Background: an optimization exercise with open tools, aiming at a short achievable clock period. Do not read the settings as production practice.
The RTL was checked by simulation tests, not by an equivalence proof against the original design.
No driver is modelled on the clock port, so clock power and skew are understated where the tree is cut down; a real chip needs a root buffer or a tree.

==> job 6507: inputs <==
// Sine_wave
module Sine_wave
    #(
        parameter DATA_WIDTH    = 12,
        parameter ANGLE_WIDTH   = 16
    )(
    input                       clk,
    input                       reset,
    input                       ce,
    input  [DATA_WIDTH:0]       ampl,
    input  [ANGLE_WIDTH-1:0]    step,
    output [DATA_WIDTH:0]       sin_wave,
    output [DATA_WIDTH:0]       cos_wave
);
export LEC_CHECK = 0
export ABC_CLOCK_PERIOD_IN_PS = 1500
export CAP_MARGIN = 20
export CORE_MARGIN = 2
export CORE_UTILIZATION = 40
export SETUP_SLACK_MARGIN = 2.3
export SLEW_MARGIN = 20
export SYNTH_HIERARCHICAL = 1
export SYNTH_MINIMUM_KEEP_SIZE = 0
create_clock -name core_clock -period 3.8 [get_ports {clk}]
standard.sh (not shown) runs the stock make flow with config.mk's settings and CLKGATE_MAP_FILE= SYNTH_SCRIPT=/design/flow/synth_recipe.tcl, a recipe that flattens the netlist after the stock synthesis.
==> flow/flow/run.sh <==
#!/bin/bash
# Layout flow: the standard ORFS flow, except that the clock tree is
# built by flow/cts_custom.tcl (two buffer levels: the clock port drives
# four root buffers, each root drives a column of leaf buffers, each leaf
# drives a balanced cluster of flip-flops).  Each tool's output goes to a
# log file of its own in this folder.
set -euo pipefail
export TREE_COLS=4
export TREE_ROWS=10

# synthesis, floorplan and placement: standard
bash standard.sh place > 1_standard_to_place.log 2>&1

# clock tree: the make command of standard.sh, running our script
MAKECMD=$(grep '^make ' standard.sh | sed 's/"\${@:-finish}"//')
eval "$MAKECMD run RUN_SCRIPT=$PWD/flow/cts_custom.tcl RUN_LOG_NAME_STEM=4_1_cts" > 2_custom_cts.log 2>&1

# routing and finishing: standard (CTS results are up to date)
bash standard.sh finish > 3_standard_finish.log 2>&1
Other scripts of this flow, unchanged in this note and not shown: flow/flow/cts_custom.tcl
==> job 7388: changes against job 6507 <==
--- a/flow/design.v
+++ b/flow/design.v
@@ -124,14 +124,20 @@
 generate
     for (i = 0; i < K; i = i + 1) begin : hm
         cell_mux2 u_m (.s(c[i * 2 / K]), .a1(hi_c1[i]), .a0(hi_c0[i]), .y(hi[i]));
     end
 endgenerate
 assign s = {hi, kill ? 2'b00 : lo};
 endmodule
+module vreg #(parameter W = 16) (input clk, input [W-1:0] d, output reg [W-1:0] q);
+always @(posedge clk) q <= d;
+endmodule
+module or_reduce #(parameter W = 16) (input [W-1:0] a, output y);
+assign y = |a;
+endmodule
 module dreg (input clk, input d, output reg q);
 always @(posedge clk) q <= d;
 endmodule
 module cell_mux2 (input s, input a1, input a0, output y);
 assign y = s ? a1 : a0;
 endmodule
 module ks_addv #(parameter W = 11) (
@@ -520,15 +526,18 @@
     if (k <= 1)      zwidth = 17;
     else if (k <= 3) zwidth = 16;
     else             zwidth = 15;
 end
 endfunction
 reg [ANGLE_WIDTH-1:0] A;
 always @(posedge clk) A <= theta_next;
-wire d0 = |A;
+wire [2:0] d0v;
+or_reduce #(.W(ANGLE_WIDTH)) u_or0 (.a(A), .y(d0v[0]));
+or_reduce #(.W(ANGLE_WIDTH)) u_or1 (.a(A), .y(d0v[1]));
+or_reduce #(.W(ANGLE_WIDTH)) u_or2 (.a(A), .y(d0v[2]));
 wire [2:0] gt_a0;
 wire gt_a01, gt_a0m1;
 genvar j;
 generate
     for (j = 0; j < 3; j = j + 1) begin : c0
         ks_cmp #(.W(16), .CIN(0)) u_c0 (.a(A), .b(~16'd25723), .co(gt_a0[j]));
     end
@@ -539,22 +548,22 @@
 wire [W-1:0] x2_10 = ap_i,  y2_10 = am_i;
 wire [W-1:0] x2_01 = x01_i, y2_01 = y01_i;
 wire [16:0] Ae = {1'b0, A};
 wire [16:0] z2_11, z2_10;
 ks_add #(.W(17), .CIN(1)) u_z11 (.a(Ae), .b(~17'd40927), .s(z2_11));
 ks_add #(.W(17), .CIN(1)) u_z10 (.a(Ae), .b(~17'd10519), .s(z2_10));
 wire [16:0] z2_0x = 17'd10519;                     
-wire [W-1:0] x2_g1 = d0 ? x2_11 : x2_01;
-wire [W-1:0] x2_g0 = d0 ? x2_10 : x2_01;
-wire [W-1:0] y2_g1 = d0 ? y2_11 : y2_01;
-wire [W-1:0] y2_g0 = d0 ? y2_10 : y2_01;
-wire [15:0]  z2_g1 = d0 ? z2_11[15:0] : z2_0x[15:0];
-wire [15:0]  z2_g0 = d0 ? z2_10[15:0] : z2_0x[15:0];
-wire         d2_g1 = ~d0 | gt_a01;
-wire         d2_g0 = ~d0 | gt_a0m1;
+wire [W-1:0] x2_g1 = d0v[0] ? x2_11 : x2_01;
+wire [W-1:0] x2_g0 = d0v[0] ? x2_10 : x2_01;
+wire [W-1:0] y2_g1 = d0v[1] ? y2_11 : y2_01;
+wire [W-1:0] y2_g0 = d0v[1] ? y2_10 : y2_01;
+wire [15:0]  z2_g1 = d0v[2] ? z2_11[15:0] : z2_0x[15:0];
+wire [15:0]  z2_g0 = d0v[2] ? z2_10[15:0] : z2_0x[15:0];
+wire         d2_g1 = ~d0v[2] | gt_a01;
+wire         d2_g0 = ~d0v[2] | gt_a0m1;
 wire [W-1:0] x2_n, y2_n;
 wire [15:0]  z2_n;
 wire         d2_n;
 generate
     for (j = 0; j < W; j = j + 1) begin : m1
         cell_mux2 u_x (.s(gt_a0[0]), .a1(x2_g1[j]), .a0(x2_g0[j]), .y(x2_n[j]));
         cell_mux2 u_y (.s(gt_a0[1]), .a1(y2_g1[j]), .a0(y2_g0[j]), .y(y2_n[j]));
@@ -710,32 +719,34 @@
     k0      <= reset;
 end
 reg [ANGLE_WIDTH-1:0] angle;
 reg [1:0]             state;
 wire [ANGLE_WIDTH-1:0] a_sum, a_diff;
 ks_add #(.W(ANGLE_WIDTH), .CIN(0)) u_sum  (.a(angle), .b(step_r),  .s(a_sum));
 ks_add #(.W(ANGLE_WIDTH), .CIN(1)) u_diff (.a(angle), .b(nstep_r), .s(a_diff));
+wire [ANGLE_WIDTH-1:0] angle_c;
 wire [3:0] up_n, down;
 genvar h, i;
 generate
     for (h = 0; h < 4; h = h + 1) begin : cp
-        ks_cmp  #(.W(ANGLE_WIDTH+1), .CIN(1)) u_up (.a({1'b0, angle}), .b(nlim_r), .co(up_n[h]));
-        ks_cmpv #(.W(ANGLE_WIDTH))            u_dn (.a(angle), .b(nstep_r), .cin(fdn_r), .co(down[h]));
+        ks_cmp  #(.W(ANGLE_WIDTH+1), .CIN(1)) u_up (.a({1'b0, angle_c}), .b(nlim_r), .co(up_n[h]));
+        ks_cmpv #(.W(ANGLE_WIDTH))            u_dn (.a(angle_c), .b(nstep_r), .cin(fdn_r), .co(down[h]));
     end
 endgenerate
 wire       even = ~state[0];
 wire [3:0] move = even ? ~up_n : down;
 wire [ANGLE_WIDTH-1:0] moved = even ? a_sum : a_diff;
 wire [ANGLE_WIDTH-1:0] held  = clr_r ? {ANGLE_WIDTH{1'b0}} : angle;
 wire [ANGLE_WIDTH-1:0] angle_next;
 generate
     for (i = 0; i < ANGLE_WIDTH; i = i + 1) begin : nx
         cell_mux2 u_m (.s(move[i / (ANGLE_WIDTH / 4)]), .a1(moved[i]), .a0(held[i]), .y(angle_next[i]));
     end
 endgenerate
+vreg #(.W(ANGLE_WIDTH)) u_angle_c (.clk(clk), .d(angle_next), .q(angle_c));
 always @(posedge clk) begin
     angle <= angle_next;
     state <= clr_r ? 2'd0 : state + {1'b0, ~move[0]};
 end
 cordic #(
     .DATA_WIDTH    (DATA_WIDTH),
     .ANGLE_WIDTH   (ANGLE_WIDTH)
==> impl_metrics.csv <==
group,metric,value,unit
status,status,"no timing/DRC/antenna violations",
detailed_routing,drt_iter0_markers,2832,
critical_path,path_buf_inv,1,
cells_and_area,final_area,80030,sq um
critical_path,critical_path.max_fanout,3,
detailed_routing,drt-wirelength-per-cell,14.26,um
-- figures above: job 7388

==> impl_metrics.csv <==
group,metric,value,unit
status,status,"no timing/DRC/antenna violations",
critical_path,path_buf_inv,0,
cells_and_area,final_area,79720,sq um
sta,fin_skew,19.21,ps
detailed_routing,drt-wirelength-per-cell,14.24,um
critical_path,critical_path.max_fanout,8,
-- figures above: job 6507

No run of this note takes its clock network from TritonCTS; it comes from the design's own scripts or RTL.

[what the ideal ports hide]
The results above use ideal ports. As a check the final layouts listed here were re-extracted and re-timed, cells and wires unchanged. Step 1 assumes that a clkbuf_16 drives the clock port and a buf_2 every other input. Step 2 moves the port delays by t, midway between the first and last clock arrival at a register: inputs arrive t later, outputs are due t later. That takes back most of the time a late clock gives input paths. a / b / c = ideal / step 1 / step 2; a / b = the first two.
run | t, ns | setup slack, ns | pins driven straight from the clock port
job 6507 | 0.534 | 1.704 / 1.704 / 1.538 | 4
job 7388 | 0.544 | 1.796 / 1.796 / 1.567 | 4
After both steps setup and hold are still met in every run listed. The setup slack of job 7388, which loses most, moves by 0.000 ns with the drivers and by -0.229 ns with both steps.
